Background: an optimization exercise with open tools, aiming at small area and a short achievable clock period. Do not read the settings as production practice.
In this exercise RTL edits were held to simulation tests only and were not proved equivalent to the original.

==> flow/design.v <==
module double_dabble (
    input logic [19:0] bin,        
    output logic [23:0] bcd        
);
    integer i;                     
    always_comb begin
        bcd = 0;                   
        for (i = 0; i < 20; i = i + 1) begin
            if (bcd[3:0] >= 5)    bcd[3:0]   = bcd[3:0]   + 3;
            if (bcd[7:4] >= 5)    bcd[7:4]   = bcd[7:4]   + 3;
            if (bcd[11:8] >= 5)   bcd[11:8]  = bcd[11:8]  + 3;
            if (bcd[15:12] >= 5)  bcd[15:12] = bcd[15:12] + 3;
            if (bcd[19:16] >= 5)  bcd[19:16] = bcd[19:16] + 3;
            if (bcd[23:20] >= 5)  bcd[23:20] = bcd[23:20] + 3;
            bcd = {bcd[22:0], bin[19 - i]};
        end
    end
endmodule
module seven_seg_display_driver (
    input wire [3:0] digit,       
    output wire [6:0] segments   
);
    assign segments = (digit == 4'd0) ? 7'b1000000 :  
                      (digit == 4'd1) ? 7'b1111001 :  
                      (digit == 4'd2) ? 7'b0100100 :  
                      (digit == 4'd3) ? 7'b0110000 :  
                      (digit == 4'd4) ? 7'b0011001 :  
                      (digit == 4'd5) ? 7'b0010010 :  
                      (digit == 4'd6) ? 7'b0000010 :  
                      (digit == 4'd7) ? 7'b1111000 :  
                      (digit == 4'd8) ? 7'b0000000 :  
                      (digit == 4'd9) ? 7'b0010000 :  
                      7'b1111111;                   
endmodule
module fsm_multiplier (
    input wire clk,                
    input wire k0,                 
    input wire k1,                 
    input wire [9:0] switches,     
    output wire [6:0] disp0,       
    output wire [6:0] disp1,       
    output wire [6:0] disp2,       
    output wire [6:0] disp3,       
    output reg [9:0] leds          
);
    typedef enum logic [1:0] {
        IDLE,        
        FIRST_NUM,   
        NEXT_NUM,    
        ERROR        
    } state_t;
    state_t pr_state;   
    state_t nx_state;   
    logic [15:0] lastn, currentn, cumprod;   
    wire [15:0] bcd;   
    logic k0pressed, k1pressed;   
    logic prev_k0, prev_k1;       
    always_ff @(posedge clk) begin
        k0pressed <= prev_k0 && !k0;   
        k1pressed <= prev_k1 && !k1;   
        prev_k0 <= k0;
        prev_k1 <= k1;
        if (k1pressed) begin
            pr_state <= IDLE;   
        end else begin
            pr_state <= nx_state;   
        end
        if (pr_state == FIRST_NUM && nx_state == NEXT_NUM) begin
            currentn <= switches;            
            cumprod <= lastn * switches;     
        end else if (pr_state == IDLE && nx_state == FIRST_NUM) begin
            lastn <= switches;   
        end
    end
    always_comb begin
        nx_state = pr_state;   
        leds = 10'b0;          
        case (pr_state)
            IDLE: begin
                leds[0] = 1'b1;   
                if (k0pressed) nx_state = FIRST_NUM;   
            end
            FIRST_NUM: begin
                leds[1] = 1'b1;   
                if (k0pressed) nx_state = NEXT_NUM;   
            end
            NEXT_NUM: begin
                leds[2] = 1'b1;   
                if (cumprod > 16'd9999) begin
                    nx_state = ERROR;   
                end else if (k1pressed) begin
                    nx_state = IDLE;   
                end
            end
            ERROR: begin
                leds = 10'b1111111111;   
            end
            default: nx_state = IDLE;   
        endcase
    end
    double_dabble dd_inst (
        .bin((pr_state == NEXT_NUM) ? cumprod : switches),   
        .bcd(bcd)                                            
    );
    seven_seg_display_driver hex0_driver (
        .digit((pr_state == ERROR) ? 4'b0000 : bcd[3:0]),    
        .segments(disp0)                                     
    );
    seven_seg_display_driver hex1_driver (
        .digit((pr_state == ERROR) ? 4'b0000 : bcd[7:4]),    
        .segments(disp1)                                     
    );
    seven_seg_display_driver hex2_driver (
        .digit((pr_state == ERROR) ? 4'b0000 : bcd[11:8]),   
        .segments(disp2)                                     
    );
    seven_seg_display_driver hex3_driver (
        .digit((pr_state == ERROR) ? 4'b0000 : bcd[15:12]),  
        .segments(disp3)                                     
    );
endmodule
==> flow/run.sh <==
#!/bin/bash
# synth_recipe.tcl (not shown) runs the flow's synth.tcl, then flattens the netlist and writes it again
# the make line also repeats each setting of config.mk as NAME=value (left out here)
make -C /OpenROAD-flow-scripts/flow DESIGN_CONFIG=/design/flow/config.mk WORK_HOME=/design/flow/orfs CLKGATE_MAP_FILE= SYNTH_SCRIPT=/design/flow/synth_recipe.tcl finish
==> flow/config.mk <==
export PLATFORM = sky130hd
export DESIGN_NAME = fsm_multiplier
export DESIGN_NICKNAME = fsm_multiplier
export VERILOG_FILES = /design/flow/design.v
export SDC_FILE = /design/flow/constraint.sdc
export NUM_CORES = 4
export LEC_CHECK = 0
export CAP_MARGIN = 20
export CORE_MARGIN = 2
export CORE_UTILIZATION = 40
export SLEW_MARGIN = 20
==> flow/constraint.sdc <==
create_clock -name core_clock -period 22.0 [get_ports {clk}]
set_input_delay 4.4000 -clock core_clock [delete_from_list [all_inputs] [get_ports {clk}]]
set_output_delay 4.4000 -clock core_clock [all_outputs]
set_load 0.01 [all_outputs]
==> reports/results.tsv <==
metric	value	unit
status	complete, no violations	
Mapped Avg Cell Area	8.07	µm²
fraction of final layout cells sized beyond drive strength 1	10.8	%
initial DRC count	521	
Syn Std Cell Area	10100	µm²
Final Max Slew Viols	0	
maxcap violations	0	
data arrival time of the worst path	16.21	ns
Placeable Area	25000	µm²
Setup CP Type	in2out	
Worst Skew	0.00681	ns
final worst-path cycle share	93.7	%
CTS root buffer	clkbuf_16	
routed via count	9181	
Syn Inst Count	1256	
# rows	58	
Buffers on Ports	50	
Crit path depth	53	
met3 usage in global routing	0.990	%
top_reg_cell synth	edfxtp_1	
RePlAce Congestion	0.914	
vias in the first global route	8503	
Slew @ Worst Pin	0.839	ns
Post-CTS Hold Buffers	0	
diodes inserted	0	
first drt pass iteration count	5	
Hold Crit Class	reg2reg	
Clk Latency, worst-skew pair	0.28	ns
first-pass GRT wire length	39.4	mm
die span in x	163	µm
RSZ-0062 raised after global routing	false	
RR Startpoint	lastn[4]$_DFFE_PP_	
clock transition at the registers of the reported paths	0.06	ns
CTS max path bufs	2	
H-Tree Depth	2	
WHS	0.441	ns
most common cell after layout, fill and taps aside	inv_1	
crit-path leading delay family	compound AO/OA/AOI/OAI gates	
ys async rst share	0	%
final instance area	11000	µm²
relative slew slack	43.8	%
setup TNS	0	ns
Worst path max stage delay	0.60	ns
worst setup path endpoint	disp0[3]	
Final setup viols	0	
Yosys warning total	4	
crit start category	input port	
most frequent cells in the layout	inv_1, nand2_1, ha_1, nor2_1, a21oi_1	
drt drc	0	
number of enable flip-flop cells after synthesis	26	
Top cell by count, worst path	ha_1	
CTS tree	done	
Overflow after GRT	0	
Seq/Total Area, Yosys	8.89	%
die span in y	163	µm
GR met2 Demand/Resource	29.3	%
Vias/cell	5.73	
Synth Register Bits	32	
Final nets	1431	
Distinct cells, synth	124	
worst hold start	prev_k0$_DFF_P_	
Final Critical Period	20.61	ns
Worst EP required	17.60	ns
reg2reg end	cumprod[15]$_DFFE_PP_	
Critical path origin	switches[9]	
f_max	0.0485	GHz
Final Hold Violating Endpoints	0	
Final HPWL DP	18.2	mm
DP Area	10800	µm²
initial antenna violation count	0	
wire per inst	14.2	µm
post-route antenna net violation count	0	
slowest stage cell, crit path	clkdlybuf4s50_1	
R2R Setup Slk	16.65	ns
Buf+Inv Stages, Crit Path	4	
clk sinks	32	
Num CTS Buffers	5	
Post-Route WL	22.8	mm
Most Crowded Layer GR	met2	
maximum number of pins on one net before global-route repair	31	
Mapped Nets	1416	
met1 usage	24.1	%
die area	26600	µm²
I/O pin cnt	51	
synth-to-layout area growth	8.88	%
final setup margin	1.39	ns
Placement Setup Slack	0.374	ns
Worst R2R Path Depth	20	
Crit Path Max Fanout	9	
starting utilization of the core area	40.5	%
Crit. End Element	primary output	
GRT Util Overall	17.1	%
-- worst register-to-register path, cell delays in order (launching register included) --
cell	delay [ns]
edfxtp_1	0.60
nand2_1	0.14
fa_1	0.50
fa_1	0.51
inv_1	0.04
ha_1	0.27
inv_1	0.05
fa_1	0.53
inv_1	0.05
fa_1	0.47
ha_1	0.35
a21oi_1	0.23
o21bai_1	0.10
a21oi_1	0.23
o21bai_1	0.10
a21oi_1	0.24
o21bai_1	0.10
a21oi_1	0.23
o21bai_1	0.09
a21oi_1	0.17
xnor2_1	0.08
-- per-layer routing --
layer  vias to the layer above  part of all wire [%]
met5                         -                     0
met4                         0                  0.87
met3                        24                   2.4
met2                       152                    47
met1                      4392                    50
li1                       4613                     -
-- per-stage QoR --
step / util, % / instances
3_5_place_dp: 43.2 / 1590
5_1_grt: 44.1 / 1602
4_1_cts: 43.8 / 1598
2_1_floorplan: - / 1256
6_report: 44.1 / 1602
3_3_place_gp: 43.2 / 1590
-- cell usage after synthesis (23+ instances only) --
| library cell | number | area (µm²) |
|---|---|---|
| a21oi_1 | 70 | 350 |
| and2_1 | 54 | 338 |
| clkbuf_1 | 26 | 97.6 |
| edfxtp_1 | 26 | 781 |
| fa_1 | 57 | 1140 |
| ha_1 | 90 | 1130 |
| inv_1 | 123 | 462 |
| mux2i_1 | 34 | 340 |
| nand2_1 | 104 | 390 |
| nand3_1 | 33 | 165 |
| nor2_1 | 82 | 308 |
| nor3_1 | 26 | 130 |
| o211ai_1 | 23 | 173 |
| o21ai_0 | 43 | 215 |
| xnor2_1 | 44 | 385 |
-- cell families after synthesis --
logic type                 after synthesis  synth area share [%]
muxes                                   57                  6.30
DFF                                     32                  8.89
and+or+nand+nor                        414                  21.2
adders and majority gates              147                  22.4
AOI/OAI and AO/OA                      370                  28.8
xor gates and xnor gates                54                  5.06
buffers and inverters                  182                  7.41
-- final cells by class --
type                       instances  area (µm²)
clock buffer                       5         125
clock inverter                     3        21.3
fill                            2553       14000
inverter                         132         498
multi-input combinational       1042        8510
sequential                        32         901
tap                              330         413
timing repair buffer              58         563
-- state kept, by name, indices dropped and copies added, names as in the netlist --
| name | count |
|---|---|
| pr_state | 2 |
| prev_k0 | 1 |
| k0pressed | 1 |
| k1pressed | 1 |
| cumprod | 16 |
| lastn | 10 |
| prev_k1 | 1 |
-- worst min path at each step --
stage,endpoint,slack [ns],depth (start not counted)
detailed placement,k0pressed$_DFF_P_,0.43,1
floorplan,k0pressed$_DFF_P_,0.41,1
global placement,k0pressed$_DFF_P_,0.42,1
CTS,k1pressed$_DFF_P_,0.45,1
finish,k0pressed$_DFF_P_,0.44,1
global route,k1pressed$_DFF_P_,0.47,1
-- timing repair --
action / CTS / global route
endpoints found under the setup margin: 0 / 28
gates resized for setup: 0 / 8
endpoints found under the hold margin: 0 / 0
buffers inserted: 0 / 4

-- port drivers added, routing unchanged --
No port has a modelled driver above. Below, the same layout with a new extraction and two added sets of constraints.
Step 1 assumes that a clkbuf_16 drives the clock port and a buf_2 every other input.
Step 2 times the ports against the registers' clock, not the clock port: input delays grow and output delays shrink by t, the midpoint of the rising clock arrivals with the driver on.
Slacks: no drivers / after step 1 / after step 2; pairs: no drivers / after step 1.
t, ns: 0.308
slack for setup (ns): 1.391 / 1.372 / 1.372
worst hold slack (ns): 0.441 / 0.441 / 0.441
worst setup path after step 2: input to output
latest minus earliest clock arrival (ns): 0.006 / 0.006
After both steps setup and hold are still met in this run. The setup slack of this run moves by -0.019 ns with the drivers and by -0.019 ns with both steps.
